From an optimization exercise on the open Yosys and OpenROAD flow, aimed at small area and a short achievable clock period; shortcuts taken in it are not production practice. Only simulation tests tie the RTL to the original design; equivalence was not proved.

`flow/config.mk`:
```
export PLATFORM = sky130hd
export DESIGN_NAME = DSP
export DESIGN_NICKNAME = DSP
export VERILOG_FILES = /design/flow/design.v
export SDC_FILE = /design/flow/constraint.sdc
export NUM_CORES = 4
export LEC_CHECK = 0
export CAP_MARGIN = 20
export CORE_MARGIN = 2
export CORE_UTILIZATION = 40
export SLEW_MARGIN = 20
```
`flow/constraint.sdc`:
```
create_clock -name core_clock -period 7.0 [get_ports {clk}]
set_input_delay 1.4000 -clock core_clock [delete_from_list [all_inputs] [get_ports {clk}]]
set_output_delay 1.4000 -clock core_clock [all_outputs]
set_load 0.01 [all_outputs]
```
`flow/design.v`:
```
module DSP (a,b,c,d,clk,rst_n,p);
    parameter OPERATION = "ADD" ;
    input [17:0]a,b,d;
    input [47:0]c;
    input clk,rst_n;
    output reg [47:0]p;
    reg [17:0] a0,a1,b0,d0,adder1out;
    reg [47:0] c0,multiout;
    always @(posedge clk or negedge rst_n) begin
        if(!rst_n)begin
            p<=0;
            a0<=0;
            a1<=0;
            b0<=0;
            d0<=0;
            c0<=0;
            adder1out<=0;
            multiout<=0;
        end
        else begin
            a0<=a;
            a1<=a0;
            b0<=b;
            c0<=c;
            d0<=d;
            multiout <= adder1out*a1;
            if (OPERATION == "ADD")begin
                adder1out<= b0+d0;
                p<= c0+multiout;
            end
            else if(OPERATION =="SUBTRACT") begin
                adder1out <= d0-b0;
                p <= multiout - c0;
            end
        end
    end
endmodule
```
`flow/run.sh`:
```
#!/bin/bash
# synth_recipe.tcl (not shown) runs the flow's synth.tcl, then flattens the netlist and writes it again
# the make line also repeats each setting of config.mk as NAME=value (left out here)
make -C /OpenROAD-flow-scripts/flow DESIGN_CONFIG=/design/flow/config.mk WORK_HOME=/design/flow/orfs CLKGATE_MAP_FILE= SYNTH_SCRIPT=/design/flow/synth_recipe.tcl finish
```
==> out/results.ini <==
[logic_synthesis]
mappedNetlistNets=2341
synth_xor_area_share_pct=4.188
netlist_area_mm2=0.01882
yosys_most_used_dff=sky130_fd_sc_hd__dfrtp_1
synth_edf_count=0
yosys_warnings=1
yosys.area.top_type_share_pct=29.51
netlist_instances=1816
synth_area_per_cell_um2=10.37
muxShareOfSynthArea_pct=0
synth_top_family_by_area=adder cells
seq_area_frac_synth_pct=29.51
synth_cell_types=64
post_synth_main_area_contributors=sky130_fd_sc_hd__dfrtp_1 30%, sky130_fd_sc_hd__fa_1 27%, sky130_fd_sc_hd__ha_1 11%, sky130_fd_sc_hd__inv_1 6.3%, sky130_fd_sc_hd__nand2_1 4.8%
post_synth_fa_ha_maj_area_fraction_pct=38.27
synth_compound_gate_area_share_pct=7.943
synth_seq_cells=222
synthSimpleGateAreaFrac_pct=12.53
asyncSetResetFlopFracSynth_pct=100.0
synth_top_area_cell=sky130_fd_sc_hd__dfrtp_1

[layout]
layout_common_cells=314 x sky130_fd_sc_hd__inv_1, 258 x sky130_fd_sc_hd__fa_1, 239 x sky130_fd_sc_hd__nand2_1
commonest_non_fill_non_tap_cell_in_the_layout=sky130_fd_sc_hd__inv_1
layout.cell_area.non_filler_mm2=0.02179
nets_finish=2469
fillCellCount=4383
drive_above_1_share_pct=4.179
area_delta_synth_final_pct=15.78

[clocking]
worst_setup_hold_path_clk_slew_ps=60
clock-sinks=222
cts_made_buffers=26
clk_root_buffer_cell=sky130_fd_sc_hd__clkbuf_16
cts.path.max_buffers=3
clk_latency_ps=560
cts_tree=done
post_cts_buffers=0
cts_repair_resize_count=0
htreeDepth=1
cts_hold_buf=0

[timing]
timing.slew.headroom_pct=40.50
fmaxAchievable_mhz=154.6
fin_setup_tns_ps=0
final.setup_skew_ps=15.38
final-setup-viol-count=0
timing.final.crit_period_ps=6469
worst_setup_margin_ps=531.4
final-max-slew-violation-count=0
finalHoldWorstSlack_ps=346.4
period_share_pct=92.41
tightest_slew_ps=892.4
grt_setup_unrepaired=no
hold_viol=0

[die]
design.die.area_mm2=0.04881
io_pins=152
dieWidth_um=220.9
placementRows=79
floorplan.core_area_mm2=0.04646
start_util_pct=40.52
die_height_um=220.9

[place]
place.gp.congestion=0.9466
numPortBuffers=151
post-dp-hpwl_um=33980
dp_slack_ps=539.2
place_area_mm2=0.02094

[setup_path]
start_kind=flip-flop
crit_path_cell_trace=nand2_1, fa_1, fa_1, fa_1, inv_1, fa_1, fa_1, inv_1, fa_1, inv_1, ha_1, o21ai_0, o21ai_0, a211oi_1, or2_2, a311o_1, a21oi_1, o21ai_0, a21oi_1, xnor2_1
worst-path-buf-inv=3
worstSetupPathType=flip-flop to flip-flop
cp_num_cells=20
r2r_setup_slack_ps=530
worst_path_required_time_ps=7470
timing.critical_path.slowest_cell_delay_ps=880
worst-path-max-fanout=18
rr_worst_depth=20
timing.critical_path.arrival_ps=6940
master_of_the_slowest_instance_on_the_critical_path=sky130_fd_sc_hd__dfrtp_1
worst_path_dominant_cell_family=adder cells
worst_path_most_repeated_cell=sky130_fd_sc_hd__fa_1
critPathCaptureType=flip-flop

[grt]
globalRoute.totalOverflow=0
via_count_of_the_first_global_routing_pass=13525
groute.usage.overall_pct=18.15
grt_pass1_wl_um=71680
grt_antenna_before_repair=1
grt_max_degree=118

[run]
max_cap_viol_count=0

[status]
outcome=no timing/DRC/antenna violations

[route]
routed_via_density=4.908
number_of_drc_markers_in_iteration_0=593
route.final.wire_length_um=43070
drc_markers=0
dr_total_vias=12613
route.antenna.remaining_nets=0
detail_route.wl_per_cell_um=16.76
detailedRoute.firstPassIterationCount=5

[min_path]
worst_hold_path_type=flip-flop to flip-flop
timing.hold.worst_path_depth=0

## cells in the mapped netlist (3+ instances only)
| master | number |
|---|---|
| sky130_fd_sc_hd__a211oi_1 | 8 |
| sky130_fd_sc_hd__a21o_1 | 25 |
| sky130_fd_sc_hd__a21o_2 | 9 |
| sky130_fd_sc_hd__a21oi_1 | 62 |
| sky130_fd_sc_hd__a21oi_2 | 3 |
| sky130_fd_sc_hd__a31oi_1 | 10 |
| sky130_fd_sc_hd__and2_1 | 135 |
| sky130_fd_sc_hd__and3_1 | 3 |
| sky130_fd_sc_hd__and4_1 | 3 |
| sky130_fd_sc_hd__clkbuf_1 | 56 |
| sky130_fd_sc_hd__dfrtp_1 | 222 |
| sky130_fd_sc_hd__fa_1 | 258 |
| sky130_fd_sc_hd__ha_1 | 163 |
| sky130_fd_sc_hd__inv_1 | 314 |
| sky130_fd_sc_hd__nand2_1 | 239 |
| sky130_fd_sc_hd__nand2b_1 | 9 |
| sky130_fd_sc_hd__nand3_1 | 13 |
| sky130_fd_sc_hd__nand4_1 | 15 |
| sky130_fd_sc_hd__nor2_1 | 45 |
| sky130_fd_sc_hd__nor2b_1 | 7 |
| sky130_fd_sc_hd__nor3_1 | 11 |
| sky130_fd_sc_hd__o2111ai_1 | 3 |
| sky130_fd_sc_hd__o211a_1 | 3 |
| sky130_fd_sc_hd__o211ai_1 | 3 |
| sky130_fd_sc_hd__o21a_1 | 11 |
| sky130_fd_sc_hd__o21ai_0 | 39 |
| sky130_fd_sc_hd__o21ai_1 | 3 |
| sky130_fd_sc_hd__o21bai_1 | 7 |
| sky130_fd_sc_hd__o31a_1 | 3 |
| sky130_fd_sc_hd__or2_2 | 4 |
| sky130_fd_sc_hd__xnor2_1 | 64 |
| sky130_fd_sc_hd__xor2_1 | 26 |
## layer usage
| metal | up-vias | part of all wire [%] | track usage [%] |
|---|---|---|---|
| met3 | 64 | 5.8 | 2.669 |
| met1 | 6277 | 46 | 25.90 |
| li1 | 5912 | - | - |
| met2 | 360 | 45 | 29.00 |
| met5 | - | 0 | 0 |
| met4 | 0 | 2.6 | 4.893 |
## per-stage QoR
stage / utilization (%) / instances
after CTS: 46.91 / 2569
final: 46.91 / 2570
after global routing: 46.91 / 2569
after detailed placement: 45.08 / 2523
after floorplan: - / 1816
after global placement: 45.08 / 2523
## registers in the layout, indices dropped and copies added (netlist names)
name / flops
d0: 18
multiout: 36
c0: 48
a0: 18
p: 48
b0: 18
adder1out: 18
a1: 18
## cell type report
class | instances | area (µm²) | area share (%)
Inverter | 314 | 1179 | 5.408
Clock buffer | 37 | 752.0 | 3.450
Tap cell | 607 | 759.5 | 3.485
Sequential cell | 222 | 5555 | 25.49
Timing Repair Buffer | 161 | 1604 | 7.360
Multi-Input combinational cell | 1219 | 11850 | 54.36
Antenna cell | 1 | 2.502 | 0.01148
Clock inverter | 9 | 95.09 | 0.4363
## worst paths after layout
check	end	start
hold reg to reg	a1[7]	a0[7]
setup reg to reg	multiout[35]	adder1out[13]
setup / recovery	multiout[35]	adder1out[13]
min in group asynchronous	a0[17]	rst_n
max in group asynchronous	multiout[10]	rst_n
hold / removal	a1[7]	a0[7]
## logic make-up after synthesis
| group | count (synthesis) |
|---|---|
| flops | 222 |
| simple gates | 491 |
| fa+ha+maj | 421 |
| buf+inv | 375 |
| compound gates | 217 |
| xor+xnor | 90 |

-- what the ideal ports hide --
The flow's constraints put no driver on any port. The routed layout listed below was extracted and timed again, unchanged, in two steps. Step 1 (the two cells are an assumption about what drives the block):
set clk [get_ports {clk}]
set_driving_cell -lib_cell sky130_fd_sc_hd__clkbuf_16 $clk
set_driving_cell -lib_cell sky130_fd_sc_hd__buf_2 [delete_from_list [all_inputs] $clk]
Step 2 adds t to the input delays and takes it off the output delays; t is the mean of the earliest and latest rising clock arrival at the registers after step 1. Input paths then give back, and output paths get back, about the clock's delay inside the block. Three values: ideal ports, drivers, drivers and shift; two values: the first two.
t, ns: 0.604
setup slack, ns: 0.531 / 0.531 / 0.531
worst register clock-pin slew, ns: 0.06 / 0.06
worst data-port slew with drivers (ns): 0.08
After both steps setup and hold are still met in this run. For this run, drivers alone change the setup slack by 0.000 ns; drivers and shift together by 0.000 ns.
